What follows belongs to an exercise in optimizing a design on an open flow for small area; a production flow would make more cautious choices.

==> yarrow: inputs <==
==> flow/design.v <==
module pid_bank (
	input          clk,
	input          rst,
	input          sample,
	input  [7:0]   ch_reset,
	input  [7:0]   k1,
	input  [7:0]   k2,
	input  [7:0]   k3,
	input  [255:0] e_in,
	output [255:0] u_out
);
	reg [255:0] U, E, A, B;
	reg [6:0]   ph;
	reg         run, idl;          
	reg         rt;                
	reg         clr;               
	reg [7:0]   cres;              
	reg [23:0]  kT, kR;
	reg [10:0]  accb;              
	assign u_out = U;
	wire [23:0] k     = {k3, k2, k1};
	wire        bnd   = (ph == 7'd127);
	wire        tick  = sample & ~rst;
	wire [2:0]  ch    = ph[6:4];
	wire        first = (ph[3:0] == 4'd0);
	wire        rot   = run & ~rt;                 
	wire        crm   = rot & cres[ch];           
	wire        mz    = clr | crm;
	wire [1:0] xb = clr ? 2'b00 : (rt ? A[1:0] : E[1:0]);
	wire [1:0] x0 = mz  ? 2'b00 : (rt ? B[1:0] : A[1:0]);
	wire [1:0] x1 = mz  ? 2'b00 : (rt ? E[1:0] : B[1:0]);
	wire [1:0] tU = mz  ? 2'b00 : U[1:0];
	wire [8:0] d1 = {1'b0, kT[7:0]}   - {1'b0, kR[7:0]};
	wire [8:0] d2 = {1'b0, kR[15:8]}  - {1'b0, kT[15:8]};
	wire [8:0] d3 = {1'b0, kT[23:16]} - {1'b0, kR[23:16]};
	function [8:0] pp;
		input [8:0] d;
		input       x;
		pp = x ? {~d[8], d[7:0]} : 9'h100;
	endfunction
	wire [10:0] ab = first ? 11'd1024 : accb;
	wire [12:0] sum = tU + ab + 13'd768
	                + pp(d1, xb[0]) + {pp(d1, xb[1]), 1'b0}
	                + pp(d2, x0[0]) + {pp(d2, x0[1]), 1'b0}
	                + pp(d3, x1[0]) + {pp(d3, x1[1]), 1'b0};
	wire        pend  = run & bnd;                  
	wire [23:0] kR_n  = tick ? 24'd0 : (pend ? kT : kR);
	wire        clr_n = clr & ~pend;
	wire        rt_n  = ~tick & (rt | pend);
	wire        need  = (k != kR_n) | clr_n | ~rt_n;
	wire [1:0] E_in = clr ? 2'b00 : (rot ? B[1:0] & {2{~crm}} : E[1:0]);
	wire [1:0] A_in = clr ? 2'b00 : (rot ? E[1:0] : A[1:0]);
	wire [1:0] B_in = clr ? 2'b00 : (rot ? A[1:0] & {2{~crm}} : B[1:0]);
	always @(posedge clk) begin
		A <= {A_in, A[255:2]};
		B <= {B_in, B[255:2]};
		accb <= sum[12:2];
		U <= ({256{run}} & {sum[1:0], U[255:2]}) | ({256{idl}} & U);
		E <= ({256{tick}} & e_in) | ({256{run}} & {E_in, E[255:2]}) | ({256{~(tick|run)}} & E);
		if (bnd)
			kT <= k;
		if (tick)
			cres <= ch_reset;
		if (rst) begin
			ph  <= 7'd127;
			run <= 1'b0;
			idl <= 1'b1;
			rt  <= 1'b1;
			clr <= 1'b1;
		end else begin
			ph  <= ph + 7'd1;
			kR  <= kR_n;
			rt  <= rt_n;
			if (bnd) begin
				clr <= clr_n;
				run <= need;
				idl <= ~need;
			end
		end
	end
endmodule
==> flow/flow/run.sh <==
#!/bin/bash
# Layout flow: the standard flow (standard.sh) with two changes:
#  - the ports are buffered with sky130_fd_sc_hd__buf_1 (buffer_ports
#    -buffer_cell) instead of the cell buffer_ports picks by itself; every
#    port still gets its own buffer;
#  - clock tree synthesis clusters up to 30 registers per leaf buffer.
# The full output of the flow goes to standard.log here.
set -euo pipefail
export BUFFER_PORTS_ARGS="-buffer_cell sky130_fd_sc_hd__buf_1"
export CTS_ARGS="-sink_clustering_enable -repair_clock_nets -buf_list sky130_fd_sc_hd__clkbuf_16 -sink_clustering_size 30 -sink_clustering_max_diameter 80 -sink_buffer_max_cap_derate 1.0"
bash standard.sh > standard.log 2>&1
==> flow/standard.sh <==
#!/bin/bash
# synth_recipe.tcl (not shown) runs the flow's synth.tcl, then flattens the netlist and writes it again
# the make line also repeats each setting of config.mk as NAME=value (left out here)
make -C /OpenROAD-flow-scripts/flow DESIGN_CONFIG=/design/flow/config.mk WORK_HOME=/design/flow/orfs CLKGATE_MAP_FILE= SYNTH_SCRIPT=/design/flow/synth_recipe.tcl "${@:-finish}"
==> flow/config.mk <==
export PLATFORM = sky130hd
export DESIGN_NAME = pid_bank
export DESIGN_NICKNAME = pid_bank
export VERILOG_FILES = /design/flow/design.v
export SDC_FILE = /design/flow/constraint.sdc
export NUM_CORES = 4
export LEC_CHECK = 0
export CAP_MARGIN = 20
export CORE_MARGIN = 2
export CORE_UTILIZATION = 60
export PLACE_DENSITY = 0.7
export SLEW_MARGIN = 20
==> flow/constraint.sdc <==
create_clock -name core_clock -period 20.0 [get_ports {clk}]
set_input_delay 4.0000 -clock core_clock [delete_from_list [all_inputs] [get_ports {clk}]]
set_output_delay 4.0000 -clock core_clock [all_outputs]
set_load 0.01 [all_outputs]
==> cedar (differences from yarrow) <==
==> flow/design.v, changed modules only <==
module pid_bank (
	input          clk,
	input          rst,
	input          sample,
	input  [7:0]   ch_reset,
	input  [7:0]   k1,
	input  [7:0]   k2,
	input  [7:0]   k3,
	input  [255:0] e_in,
	output [255:0] u_out
);
	reg [255:0] U, E, A, B;
	reg [6:0]   ph;
	reg         run, idl, sw, s;    
	reg         zE, zA, zB, uz;    
	reg [7:0]   cres;              
	reg [23:0]  kT, kR;
	reg signed [10:0] acc;
	assign u_out = U;
	wire [23:0] k     = {k3, k2, k1};
	wire        bnd   = (ph == 7'd127);
	wire        tick  = sample & ~rst;
	wire [2:0]  ch    = ph[6:4];
	wire        first = (ph[3:0] == 4'd0);
	wire        crm   = ~sw & cres[ch];           
	wire [1:0] tE = zE ? 2'b00 : E[1:0];
	wire [1:0] tA = zA ? 2'b00 : A[1:0];
	wire [1:0] tB = zB ? 2'b00 : B[1:0];
	wire [1:0] tU = (uz | crm) ? 2'b00 : U[1:0];
	wire [1:0] ts = s ? tB : tA;                  
	wire [1:0] to = s ? tA : tB;                  
	wire [1:0] xb  = sw ? ts : tE;
	wire [1:0] x1  = crm ? 2'b00 : (sw ? tE : ts);
	wire [1:0] x0  = crm ? 2'b00 : to;
	wire signed [8:0] d1 = {1'b0, kT[7:0]}   - {1'b0, kR[7:0]};
	wire signed [8:0] d2 = {1'b0, kR[15:8]}  - {1'b0, kT[15:8]};
	wire signed [8:0] d3 = {1'b0, kT[23:16]} - {1'b0, kR[23:16]};
	wire signed [2:0] sb = {1'b0, xb};
	wire signed [2:0] s0 = {1'b0, x0};
	wire signed [2:0] s1 = {1'b0, x1};
	wire signed [2:0] su = {1'b0, tU};
	wire signed [10:0] ai = first ? 11'sd0 : acc;
	wire signed [12:0] sum = su + ai + d1 * sb + d2 * s0 + d3 * s1;
	wire        pend  = run & bnd;                  
	wire [23:0] kR_n  = tick ? 24'd0 : (pend ? kT : kR);
	wire        uz_n  = pend ? 1'b0 : uz;
	wire        sw_n  = tick ? 1'b0 : (pend ? 1'b1 : sw);
	wire        need  = (k != kR_n) | uz_n | ~sw_n;
	wire swp = run & ~sw;
	wire [1:0] E_in = swp ? (s ? B[1:0] : A[1:0]) & {2{~cres[ch]}} : E[1:0];
	wire [1:0] A_in = (swp & ~s) ? E[1:0] : (A[1:0] & {2{~(swp & s & cres[ch])}});
	wire [1:0] B_in = (swp &  s) ? E[1:0] : (B[1:0] & {2{~(swp & ~s & cres[ch])}});
	always @(posedge clk) begin
		A <= {A_in, A[255:2]};
		B <= {B_in, B[255:2]};
		acc <= sum[12:2];
		U <= ({256{run}} & {sum[1:0], U[255:2]}) | ({256{idl}} & U);
		E <= ({256{tick}} & e_in) | ({256{run}} & {E_in, E[255:2]}) | ({256{~(tick|run)}} & E);
		if (bnd)
			kT <= k;
		if (tick)
			cres <= ch_reset;
		if (rst) begin
			ph  <= 7'd127;
			run <= 1'b0;
			idl <= 1'b1;
			sw  <= 1'b1;
			zE  <= 1'b1;
			zA  <= 1'b1;
			zB  <= 1'b1;
			uz  <= 1'b1;
			kR  <= 24'd0;
			s   <= 1'b0;
		end else begin
			ph  <= ph + 7'd1;
			kR  <= kR_n;
			uz  <= uz_n;
			sw  <= sw_n;
			if (tick) begin
				zE <= 1'b0;
				s  <= ~s;
			end else if (pend & ~sw) begin
				zE <= s ? zB : zA;
				if (s) zB <= zE; else zA <= zE;
			end
			if (bnd) begin
				run <= need;
				idl <= ~need;
			end
		end
	end
endmodule
==> flow/flow/run.sh (replaced) <==
#!/bin/bash
# Layout flow: the standard flow (standard.sh) with one change: the
# ports are buffered with sky130_fd_sc_hd__buf_1 (buffer_ports -buffer_cell)
# instead of the cell buffer_ports picks by itself. Every port still gets its
# own buffer. The full output of the flow goes to standard.log here.
set -euo pipefail
export BUFFER_PORTS_ARGS="-buffer_cell sky130_fd_sc_hd__buf_1"
bash standard.sh > standard.log 2>&1
--- a/flow/config.mk
+++ b/flow/config.mk
@@ -7,6 +7,5 @@
 export LEC_CHECK = 0
 export CAP_MARGIN = 20
 export CORE_MARGIN = 2
-export CORE_UTILIZATION = 60
-export PLACE_DENSITY = 0.7
+export CORE_UTILIZATION = 40
 export SLEW_MARGIN = 20
==> flow_summary.json <==
{
  "path_depth": 20,
  "slew_headroom": 0.257,
  "cts_max_level": 2,
  "via_per_inst": 5.45,
  "clk_pin_slew_worst_paths_ns": 0.11,
  "seq_cell_count": 1102,
  "status": "timing/DRC/antenna clean",
  "fin_crit_ns": 6.86,
  "wl_met3_um": 6380
}
The numbers above come from yarrow.

==> flow_summary.json <==
{
  "final_layout_size_suffix_gt1_frac": 0.0640,
  "status": "timing/DRC/antenna clean",
  "via_per_inst": 4.84,
  "vias": 22900,
  "slew_headroom": 0.296,
  "fin_crit_ns": 8.11,
  "path_depth": 9,
  "cts_max_level": 3,
  "wl_met3_um": 5900,
  "power_frac_clock": 0.386,
  "drc": 0,
  "hold_path.class": "flop to flop",
  "clk_pin_slew_worst_paths_ns": 0.06,
  "synth_ff_type": "dfxtp_1",
  "seq_cell_count": 1106
}
The numbers above come from cedar.

Function was not checked in any run of this note: the RTL went through the layout flow alone.

[re-timing with driven ports]
In the flow no input, the clock included, has a driving cell. The finished layouts below were timed again as built, in two steps. Step 1, drivers: a clkbuf_16 drives clk and a buf_2 each remaining input, both assumed. Step 2 also shifts input and output timing later by t, the mid clock arrival at the registers, as if the neighbouring blocks saw the same clock. a / b / c = ideal / step 1 / step 2; a / b = the first two.
run	t, ns	slack for setup (ns)	worst data-port slew with drivers (ns)
yarrow	0.651	13.144 / 13.144 / 12.952	0.14
cedar	0.712	11.888 / 11.928 / 11.217	0.14
After both steps every run listed still meets setup and hold. For cedar, which loses most, drivers alone change the setup slack by +0.040 ns; drivers and shift together by -0.671 ns.
